Context: an optimization exercise on an open-source flow, tuned for small area and a short achievable clock period. The choices shown serve that exercise and are no tape-out recipe. For this run, only the layout was checked, not whether the RTL still works. No activity file was given, so power comes from the tool's default toggle rates.

`flow/design.v`:
```
`timescale 1ns / 1ps
module Datapath(
	input clk,
	input rst,
	input [31:0]instr_in,
	output [31:0]pc_out,
	output MemRead,
	output MemWrite,
	output MemtoReg,
	output [3:0]opcode,
	output regwrite,
	output branchfinal,
	output [4:0]reg1,
	output [4:0]reg2,
	output [3:0]funcode,
	output [31:0]instru,
	output [31:0]doutreg1,
	output [31:0]doutreg2,
	output [31:0]result
    );
	wire [31:0] i = instr_in;
	wire [3:0] op = i[31:28];
	wire op0 = (op == 4'd0);
	wire op1 = (op == 4'd1);
	wire op2 = (op == 4'd2);
	wire op3 = (op == 4'd3);
	wire op4 = (op == 4'd4);
	wire op5 = (op == 4'd5);
	wire op6 = (op == 4'd6);
	wire op8 = (op == 4'd8);
	wire op11 = (op == 4'd11);
	wire op23 = op2 | op3;
	assign instru = i;
	assign opcode = op;
	assign MemRead = op2;
	assign MemWrite = ~op[2] & op[1] & op[0];
	assign MemtoReg = ~op[2] & op[1] & ~op[0];
	assign regwrite = ~op[2] & ~(op[1] & op[0]);
	wire rsel_a = op0 | op1 | op5 | op6;      
	assign reg1 = rsel_a ? i[27:23] : op23 ? i[22:18] : 5'd0;
	assign reg2 = op0 ? i[22:18] : op23 ? i[27:23] : 5'd0;
	assign funcode = op0 ? i[17:14] : (op1 | op6) ? i[6:3] : op4 ? i[11:8] : 4'd0;
	reg [31:0] pc;
	reg carry;
	reg [31:0] rf [0:31];
	reg [31:0] rf_v;
	reg [31:0] dm [0:63];
	reg [63:0] dm_v;
	assign pc_out = pc;
	wire [4:0] ra = i[27:23];
	wire [4:0] rb = i[22:18];
	reg [31:0] A, B;
	integer k;
	always @* begin
		A = 32'd0;
		B = 32'd0;
		for (k = 0; k < 32; k = k + 1) begin
			A = A | ({32{(ra == k) & rf_v[k]}} & rf[k]);
			B = B | ({32{(rb == k) & rf_v[k]}} & rf[k]);
		end
	end
	wire [31:0] R0 = {32{rf_v[0]}} & rf[0];
	assign doutreg1 = rsel_a ? A : op23 ? B : R0;
	assign doutreg2 = op0 ? B : op23 ? A : R0;
	wire [31:0] imm1 = {{16{i[22]}}, i[22:7]};    
	wire [31:0] imm2 = {{16{i[17]}}, i[17:2]};    
	wire [31:0] imm4 = {{16{i[27]}}, i[27:12]};   
	wire [31:0] extimm = (op1 | op6) ? imm1 : op23 ? imm2 : op4 ? imm4 : 32'd0;
	wire [31:0] opa = doutreg1;
	wire [31:0] opb = (op0 | op8) ? doutreg2 : extimm;
	wire [32:0] sum = {1'b0, opa} + {1'b0, opb};
	wire [3:0] f = op0 ? i[17:14] : i[6:3];
	reg [2:0] fn;
	always @* begin
		if (op0) begin
			case (f)
				4'd0: fn = 3'd0;
				4'd1: fn = 3'd1;
				4'd2: fn = 3'd2;
				4'd3: fn = 3'd3;
				4'd4: fn = 3'd4;
				4'd5: fn = 3'd5;
				default: fn = 3'd6;
			endcase
		end else if (op1) begin
			case (f)
				4'd0: fn = 3'd0;
				4'd1: fn = 3'd1;
				4'd2: fn = 3'd4;
				4'd3: fn = 3'd5;
				default: fn = 3'd6;
			endcase
		end else
			fn = 3'd0;
	end
	reg [31:0] alu;
	always @* begin
		case (fn)
			3'd0: alu = sum[31:0];
			3'd1: alu = ~opb + 32'd1;
			3'd2: alu = opa & opb;
			3'd3: alu = opa ^ opb;
			3'd4: alu = opa << opb;
			3'd5: alu = opa >> opb;
			default: alu = $signed(opa) >>> opb;
		endcase
	end
	assign result = op[2] ? extimm : alu;
	wire carry_we = ~op[2] & (fn == 3'd0);
	wire [3:0] bf4 = i[11:8];
	wire [3:0] bf6 = i[6:3];
	assign branchfinal =
		(op4 & ((bf4 == 4'd0) | (bf4 == 4'd1) | ((bf4 == 4'd3) ? ~carry : carry))) |
		op5 |
		(op6 & (((bf6 == 4'd0) & A[31]) | ((bf6 == 4'd1) & (A == 32'd0)) | ((bf6 == 4'd2) & (A != 32'd0))));
	wire [31:0] pc4 = pc + 32'd4;
	wire [5:0] maddr = result[5:0];
	reg [31:0] rdata;
	always @* begin
		rdata = 32'd0;
		for (k = 0; k < 64; k = k + 1)
			rdata = rdata | ({32{(maddr == k) & dm_v[k]}} & dm[k]);
	end
	wire mwe = MemWrite;
	wire link = op4 & (bf4 == 4'd1);
	wire rwe = regwrite | link;
	wire [4:0] wa = link ? 5'd31 : (op0 | op1 | op2) ? i[27:23] : 5'd0;
	wire [31:0] wd = link ? pc4 : op2 ? rdata : MemtoReg ? 32'd0 : result;
	always @(posedge clk or posedge rst) begin
		if (rst) begin
			pc <= 32'd0;
			carry <= 1'b0;
			rf_v <= 32'd0;
			dm_v <= 64'd0;
		end else begin
			pc <= branchfinal ? result : pc4;
			if (carry_we) carry <= sum[32];
			if (rwe) rf_v[wa] <= 1'b1;
			if (mwe) dm_v[maddr] <= 1'b1;
		end
	end
	always @(posedge clk) begin
		if (rwe) rf[wa] <= wd;
		if (mwe) dm[maddr] <= doutreg2;
	end
endmodule
```
`flow/run.sh`:
```
#!/bin/bash
# synth_recipe.tcl (not shown) runs the flow's synth.tcl, then flattens the netlist and writes it again
# the make line also repeats each setting of config.mk as NAME=value (left out here)
make -C /OpenROAD-flow-scripts/flow DESIGN_CONFIG=/design/flow/config.mk WORK_HOME=/design/flow/orfs CLKGATE_MAP_FILE= SYNTH_SCRIPT=/design/flow/synth_recipe.tcl finish
```
`flow/config.mk`:
```
export PLATFORM = sky130hd
export DESIGN_NAME = Datapath
export DESIGN_NICKNAME = Datapath
export VERILOG_FILES = /design/flow/design.v
export SDC_FILE = /design/flow/constraint.sdc
export NUM_CORES = 4
export LEC_CHECK = 0
export CAP_MARGIN = 20
export CORE_MARGIN = 2
export CORE_UTILIZATION = 45
export PLACE_DENSITY = 0.6
export SETUP_SLACK_MARGIN = 4
export SLEW_MARGIN = 20
```
`flow/constraint.sdc`:
```
create_clock -name core_clock -period 16.0 [get_ports {clk}]
set_input_delay 3.2000 -clock core_clock [delete_from_list [all_inputs] [get_ports {clk}]]
set_output_delay 3.2000 -clock core_clock [all_outputs]
set_load 0.01 [all_outputs]
```
==> run summary <==
-- metrics by stage --
stage               util, %  setup TNS, ns  setup slack [ns]
floorplan                 -              0              3.64
global placement       51.8         -17.08            -0.287
detailed placement     51.9              0             0.970
CTS                    57.2              0              3.52
global route           58.1              0              3.32
finish                 58.2              0              3.14
-- cells in the final DEF, fill, tap and decap left out, types with 55 or more instances in the layout --
cell type        synthesis  routed
diode_2                  0     219
a21o_1                  66      64
o211ai_1                66      66
clkbuf_16                0     353
mux2i_1                 67      58
buf_6                    2     127
clkbuf_1               509      68
nor2_4                   0     112
clkdlybuf4s50_1          0     169
or4_1                   95      55
a22o_1                 292     290
o22ai_1                290     279
buf_4                   55    1406
nand4_1                674     674
dfrtp_1                129     102
inv_1                  105     100
buf_12                   0     357
clkinv_2                 0      63
nand2_1               1216    1156
or3_1                  261     248
a221oi_1               290     280
a22oi_1                409     395
nor2_1                 348     214
clkinv_1                 5      64
edfxtp_1              3072    3072
a21oi_1                255     194
nor4_1                 125      83
o21ai_0                187     131
nor3_1                 321     271
o2111ai_1              179     172
nand3_1                274     265
-- cell type report --
cell class	instances	area, sq um
clock buffers	424	9050
clock inverters	190	2140
flip-flops and latches	3201	95500
multi-input cells	6517	46100
fillers	24500	130000
diodes	219	548
repair buffers	2153	22500
well taps	4140	5180
inverters	115	457
-- power by group through the flow --
stage | combinational (mW) | sequential, mW | clock [mW]
detailed placement | 3.49 | 9.88 | 0
finish | 4.21 | 9.73 | 8.17
global route | 4.03 | 9.71 | 8.34
floorplan | 1.25 | 9.81 | 0
global placement | 3.48 | 9.87 | 0
CTS | 3.72 | 9.70 | 8.03
-- path summary, 6_finish.rpt --
kind / start / slack (ns) / end
min: dm_v[48] / 0.45 / dm_v[48]
min in group asynchronous: rst / 2.85 / dm_v[36]
max reg2reg: rf_v[6] / 5.14 / rf[26][15]
max: instr_in[18] / 3.14 / result[30]
min reg2reg: dm_v[48] / 0.45 / dm_v[48]
max in group asynchronous: rst / 11.44 / rf_v[2]
-- flip-flops by register name, indices dropped and copies added, names as in the netlist --
signal,flops
carry,1
dm,2048
dm_v,64
pc,32
rf,1024
rf_v,32
-- critical path, delay by kind of cell --
kind / cells / cell delay [ns]
buffers and inverters: 7 / 1.29
adders and majority gates: 1 / 0.21
and+or+nand+nor: 7 / 1.56
AOI/OAI and AO/OA: 16 / 3.19
-- cells by family (layout without fill, tap and decap cells) --
logic type	Yosys count	in the layout	synth area share, %
AOI/OAI and AO/OA	2637	2638	14.2
xor gates and xnor gates	73	73	0.460
adders and majority gates	43	43	0.388
buffers and inverters	1014	2882	3.06
DFF	3201	3201	67.8
muxes	75	75	0.540
other	0	219	0
and+or+nand+nor	3684	3688	13.5
-- what timing repair did --
action,CTS,global route
gates resized for setup,798,318
cloned,14,7
buffers inserted,230,124
pin swaps,139,125
endpoints found under the setup margin,1639,948
-- metal layers --
metal	global-route usage, %	up-vias
met5	8.90	-
met2	73.4	20000
met4	48.3	142
met1	69.8	69600
met3	42.5	5941
li1	-	47100
==> flow_summary.html <==
<table>
<tr><th>Metric</th><th>Value</th></tr>
<tr><th colspan="2">Die</th></tr>
<tr><td>Chip width</td><td>563 um</td></tr>
<tr><td>Effective utilization at floorplan</td><td>45.2%</td></tr>
<tr><td>Placeable core area</td><td>0.312 sq mm</td></tr>
<tr><td>Area enclosed by the die boundary</td><td>0.317 sq mm</td></tr>
<tr><td>Number of top-level design ports</td><td>217</td></tr>
<tr><td>Total number of placement rows</td><td>205</td></tr>
<tr><td>Chip Height</td><td>563 um</td></tr>
<tr><th colspan="2">Synth</th></tr>
<tr><td>Synth top cells by count</td><td>3072 x edfxtp_1, 1216 x nand2_1, 674 x nand4_1</td></tr>
<tr><td>Post-Syn Instances</td><td>10700</td></tr>
<tr><td>Number of distinct library cell variants in the gate-level netlist after synthesis</td><td>107</td></tr>
<tr><td>Post-synthesis cell area</td><td>0.141 sq mm</td></tr>
<tr><td>Async SR Flop Fraction</td><td>4.03%</td></tr>
<tr><td>Mapped Avg Cell Area</td><td>13.1 sq um</td></tr>
<tr><td>Number of synthesized register bits</td><td>3201</td></tr>
<tr><td>Number of warnings reported in the yosys synthesis log</td><td>1</td></tr>
<tr><td>EDFF count, synth</td><td>3072</td></tr>
<tr><td>Most frequently used cell type in the post-synthesis netlist</td><td>edfxtp_1</td></tr>
<tr><td>Proportion of netlist area held by the largest area contributor</td><td>65.5%</td></tr>
<tr><td>Most area-hungry cell type in the Yosys netlist</td><td>edfxtp_1</td></tr>
<tr><td>Sequential fraction of the synthesis area</td><td>67.8%</td></tr>
<tr><td>Synth Flop Type</td><td>edfxtp_1</td></tr>
<tr><td>Dominant cells by area after synthesis</td><td>edfxtp_1 66%, nand2_1 3.2%, nand4_1 3.0%</td></tr>
<tr><td>Net Count, Synth</td><td>10800</td></tr>
<tr><th colspan="2">CTS</th></tr>
<tr><td>Count of hold buffers inserted by post-cts repair</td><td>0</td></tr>
<tr><td>CTS sink count</td><td>3201</td></tr>
<tr><td>Number of buffers created by CTS</td><td>336</td></tr>
<tr><td>TritonCTS clock tree</td><td>done</td></tr>
<tr><td>Clock buffer depth</td><td>4</td></tr>
<tr><td>Clock-pin slew of the registers on the worst-case setup and hold paths</td><td>0.06 ns</td></tr>
<tr><td>Clock Root Buffer</td><td>clkbuf_16</td></tr>
<tr><td>Number of H-tree branching levels</td><td>5</td></tr>
<tr><td>Clock insertion delay at the later pin of the skew report</td><td>1.05 ns</td></tr>
<tr><th colspan="2">Placed design</th></tr>
<tr><td>Count of input and output buffers</td><td>212</td></tr>
<tr><td>Placer Congestion</td><td>1.16</td></tr>
<tr><td>HPWL Detailed</td><td>648000 um</td></tr>
<tr><td>Placed standard-cell area</td><td>0.162 sq mm</td></tr>
<tr><td>Number of placed instances, taps included</td><td>15700</td></tr>
<tr><th colspan="2">STA</th></tr>
<tr><td>Number of failing hold endpoints at the final stage</td><td>0</td></tr>
<tr><td>Worst rel slew slack</td><td>3.27%</td></tr>
<tr><td>Number of max-slew violations in the final report</td><td>0</td></tr>
<tr><td>Peak clock frequency supported by timing</td><td>77.7 MHz</td></tr>
<tr><td>Final period demand of the worst path</td><td>12.86 ns</td></tr>
<tr><td>Final setup fails</td><td>0</td></tr>
<tr><td>Final hold slack</td><td>0.453 ns</td></tr>
<tr><td>Unrepaired setup endpoints after global routing</td><td>true</td></tr>
<tr><td>Transition time of the tightest slew-check pin</td><td>1.45 ns</td></tr>
<tr><td>Post-route clock period utilization</td><td>80.4%</td></tr>
<tr><td>Clock Skews</td><td>0.149 ns</td></tr>
<tr><th colspan="2">Layout</th></tr>
<tr><td>Post-Layout Cell Count</td><td>17000</td></tr>
<tr><td>Fraction of final layout cells with drive strength greater than 1</td><td>26.3%</td></tr>
<tr><td>Final design instance area without fill</td><td>0.181 sq mm</td></tr>
<tr><td>Layout-stage area growth over the synthesis result</td><td>28.9%</td></tr>
<tr><td>Number of nets at the end of the flow</td><td>12400</td></tr>
<tr><th colspan="2">Power</th></tr>
<tr><td>Switching power</td><td>6.83 mW</td></tr>
<tr><td>Maximum VDD drop</td><td>0.000158 V</td></tr>
<tr><td>Overall power of the completed layout</td><td>22.1 mW</td></tr>
<tr><td>Cell area power density</td><td>122 mW/mm^2</td></tr>
<tr><td>Leakage power</td><td>61.4 nW</td></tr>
<tr><td>Clock network power share</td><td>36.9%</td></tr>
<tr><td>Combinational cell fraction of total power</td><td>19.1%</td></tr>
<tr><td>Internal Pwr Total</td><td>15.3 mW</td></tr>
<tr><td>Power share of the sequential group</td><td>44.0%</td></tr>
<tr><td>Switching share of total power</td><td>30.9%</td></tr>
<tr><th colspan="2">Hold path</th></tr>
<tr><td>Hold Path Class</td><td>register to register</td></tr>
<tr><td>Number of cells on the worst hold path</td><td>1</td></tr>
<tr><th colspan="2">Detailed routing</th></tr>
<tr><td>Detailed-routing iteration count for the pre-antenna-repair pass</td><td>15</td></tr>
<tr><td>Antenna violation net count after detailed routing</td><td>0</td></tr>
<tr><td>DRT Wirelength</td><td>988000 um</td></tr>
<tr><td>Top metal layer carrying routed signals</td><td>met5</td></tr>
<tr><td>Routed wirelength normalized by instance count</td><td>58.2 um</td></tr>
<tr><td>Wire length on met2</td><td>351000 um</td></tr>
<tr><td>Routed metal-1 wirelength</td><td>316000 um</td></tr>
<tr><td>Via total after detailed routing</td><td>143000</td></tr>
<tr><td>DR DRC count</td><td>0</td></tr>
<tr><td>Average via count per standard cell</td><td>8.42</td></tr>
<tr><td>DRC violation total after the first TritonRoute iteration</td><td>35800</td></tr>
<tr><td>Met3 wire length</td><td>207000 um</td></tr>
<tr><th colspan="2">Outcome</th></tr>
<tr><td>Run status</td><td>timing/DRC/antenna clean</td></tr>
<tr><th colspan="2">Critical path</th></tr>
<tr><td>Slowest library cell on the worst path</td><td>a22oi_2</td></tr>
<tr><td>Critical path class</td><td>input pin to primary output</td></tr>
<tr><td>Startpoint class of the critical path</td><td>input pin</td></tr>
<tr><td>Data arrival at the endpoint of the critical path</td><td>9.66 ns</td></tr>
<tr><td>Largest driver fanout on the critical path</td><td>31</td></tr>
<tr><td>Most frequent cell on the critical path</td><td>o21ai_2</td></tr>
<tr><td>Depth of the worst register-to-register path</td><td>34</td></tr>
<tr><td>Crit-path max cell delay</td><td>0.51 ns</td></tr>
<tr><td>Required time of the worst setup path</td><td>12.80 ns</td></tr>
<tr><td>Worst Setup End Kind</td><td>primary output</td></tr>
<tr><th colspan="2">Global route</th></tr>
<tr><td>Number of global-route vias before repair</td><td>124000</td></tr>
<tr><td>Overflow left after global routing</td><td>0</td></tr>
<tr><td>Number of antenna violations at the first check in global routing</td><td>155</td></tr>
<tr><td>Pin count of the biggest net entering global routing</td><td>70</td></tr>
<tr><td>Wire length of the first global-routing pass</td><td>1240000 um</td></tr>
<tr><td>GRT Resource Usage Total</td><td>60.2%</td></tr>
<tr><th colspan="2">Run</th></tr>
<tr><td>Total of max-cap violations</td><td>0</td></tr>
</table>

==> afterwards: timing with drivers on the ports <==
In the flow no input, the clock included, has a driving cell. The finished layout below was timed again as built, in two steps. Step 1, drivers: a clkbuf_16 drives clk and a buf_2 each remaining input, both assumed. Step 2 adds t to the input delays and takes it off the output delays; t is the mean of the earliest and latest rising clock arrival at the registers after step 1. Input paths then give back, and output paths get back, about the clock's delay inside the block. a / b / c = ideal ports / drivers / drivers and shift; a / b = the first two.
shift t [ns]: 1.087
setup slack, ns: 3.138 / 3.022 / 2.387
hold WS [ns]: 0.453 / 0.453 / 0.453
worst setup path after step 2: input to register
pins driven straight from the clock port: 1
After both steps setup and hold are still met in this run. For this run, drivers alone change the setup slack by -0.116 ns; drivers and shift together by -0.751 ns.
